This is an optimization exercise on Yosys and OpenROAD, whose aim is small area, not a production implementation. Only simulation tests tie the RTL to the original design; equivalence was not proved. Power and IR drop assume default switching activity.

// PCIE_TX_ARB
module PCIE_TX_ARB (
    input   wire                clk,
    input   wire                rst_n,
    input   wire    [3:0]       in_valid,
    output  wire    [3:0]       in_ready,
    input   wire    [127:0]     in_data,
    output  wire                out_valid,
    input   wire                out_ready,
    output  wire    [31:0]      out_data,
    output  wire    [31:0]      out_crc
);
Size: about 2200 flip-flops, about 200 I/O pins.
make LEC_CHECK=0 CAP_MARGIN=0 CORE_MARGIN=2 CORE_UTILIZATION=60 CTS_CLUSTER_DIAMETER=60 CTS_CLUSTER_SIZE=30 SLEW_MARGIN=0 finish   # period 5.0 ns
run.sh (not shown) runs the stock make flow with config.mk's settings and CLKGATE_MAP_FILE= SYNTH_SCRIPT=/design/flow/synth_recipe.tcl, a recipe that flattens the netlist after the stock synthesis.
The first run produced a clean layout.
Next try:
==> flow/flow/run.sh (new file) <==
#!/bin/bash
# Layout flow: the standard ORFS flow with two changes:
#  - (port buffers as in the standard flow)
#  - clock tree synthesis runs without dummy loads, with clkbuf_8 buffers.
# Each tool's output goes to a log file in this folder.
set -o pipefail
cp standard.sh standard_sh_copy.txt
export CTS_ARGS="-sink_clustering_enable -repair_clock_nets -sink_clustering_size 14 -sink_clustering_max_diameter 50 -dont_use_dummy_load -buf_list sky130_fd_sc_hd__clkbuf_8"
bash standard.sh > standard_flow.log 2>&1
==> flow/standard.sh (new file) <==
#!/bin/bash
# synth_recipe.tcl (not shown) runs the flow's synth.tcl, then flattens the netlist and writes it again
# the make line also repeats each setting of config.mk as NAME=value (left out here)
make -C /OpenROAD-flow-scripts/flow DESIGN_CONFIG=/design/flow/config.mk WORK_HOME=/design/flow/orfs CLKGATE_MAP_FILE= SYNTH_SCRIPT=/design/flow/synth_recipe.tcl "${@:-finish}"
--- a/flow/config.mk
+++ b/flow/config.mk
@@ -6,8 +6,9 @@
 export NUM_CORES = 4
 export LEC_CHECK = 0
-export CAP_MARGIN = 0
+export CAP_MARGIN = 10
 export CORE_MARGIN = 2
 export CORE_UTILIZATION = 60
-export CTS_CLUSTER_DIAMETER = 60
-export CTS_CLUSTER_SIZE = 30
-export SLEW_MARGIN = 0
+export CTS_CLUSTER_DIAMETER = 50
+export CTS_CLUSTER_SIZE = 14
+export SETUP_SLACK_MARGIN = 0.3
+export SLEW_MARGIN = 10
removed: flow/run.sh
After rerunning:
- The new run ran to the end with no violations
- maximum frequency barely changes
- clock-buffer cell count goes up by 37
- combinational power barely changes
Next try:
--- a/flow/flow/run.sh
+++ b/flow/flow/run.sh
@@ -1,5 +1,4 @@
 #!/bin/bash
-# Layout flow: the standard ORFS flow with two changes:
-#  - (port buffers as in the standard flow)
+# Layout flow: the standard ORFS flow with one change:
 #  - clock tree synthesis runs without dummy loads, with clkbuf_8 buffers.
 # Each tool's output goes to a log file in this folder.
--- a/flow/config.mk
+++ b/flow/config.mk
@@ -8,5 +8,5 @@
 export CAP_MARGIN = 10
 export CORE_MARGIN = 2
-export CORE_UTILIZATION = 60
+export CORE_UTILIZATION = 65
 export CTS_CLUSTER_DIAMETER = 50
 export CTS_CLUSTER_SIZE = 14
Outcome:
- non-clock buffer count is lower by 11
- clock power went down by about 1%
- die area went down by 7.6%
- area after synthesis does not change
Next try:
==> flow/flow/run.sh (replaced) <==
#!/bin/bash
# Layout flow: the standard ORFS flow with two changes:
#  - port buffers use the smallest buffer cell (buf_1) instead of the default pick;
#  - clock tree synthesis runs without dummy loads.
# Each tool's output goes to a log file in this folder.
set -o pipefail
cp standard.sh standard_sh_copy.txt
export BUFFER_PORTS_ARGS="-buffer_cell sky130_fd_sc_hd__buf_1"
export CTS_ARGS="-sink_clustering_enable -repair_clock_nets -sink_clustering_size 22 -sink_clustering_max_diameter 70 -dont_use_dummy_load"
bash standard.sh > standard_flow.log 2>&1
==> flow/config.mk (replaced) <==
export PLATFORM = sky130hd
export DESIGN_NAME = PCIE_TX_ARB
export DESIGN_NICKNAME = PCIE_TX_ARB
export VERILOG_FILES = /design/flow/design.v
export SDC_FILE = /design/flow/constraint.sdc
export NUM_CORES = 4
export LEC_CHECK = 0
export CAP_MARGIN = 0
export CORE_MARGIN = 2
export CORE_UTILIZATION = 60
export CTS_CLUSTER_DIAMETER = 70
export CTS_CLUSTER_SIZE = 22
export SLEW_MARGIN = 0
The new run reached the layout checks and failed them: max-capacitance violations, max-slew violations, negative setup slack.
Worst setup slack gets worse by 0.46 ns.
Final area hardly moves.
Via count hardly moves.
Sequential power stays flat.
Global-route usage is lower by 2.6 points.
Routed wire length came out higher by about 3.2%.
Count of clock-buffer cells in the layout fell by 57.

## static timing again, ports no longer ideal
No port has a modelled driver above. Below, the same layouts with a new extraction and two added sets of constraints. Step 1, drivers: a clkbuf_16 drives clk and a buf_2 each remaining input, both assumed. Step 2, shift: input delay + t, output delay - t, t = (earliest + latest rising clock arrival at the registers) / 2. This alone moves slack from input paths to output paths. Slacks: ideal / step 1 / step 2; pairs: ideal / step 1.
| run | t (ns) | slack for setup (ns) | slew at the worst register clock pin (ns) |
|---|---|---|---|
| the first run | 0.931 | 0.181 / 0.181 / 0.181 | 0.11 / 0.11 |
| the second run | 1.038 | 0.191 / 0.191 / 0.191 | 0.10 / 0.10 |
| the third run | 1.048 | 0.393 / 0.393 / 0.393 | 0.10 / 0.10 |
| the fourth run | 0.871 | -0.070 / -0.070 / -0.070 | 0.09 / 0.09 |
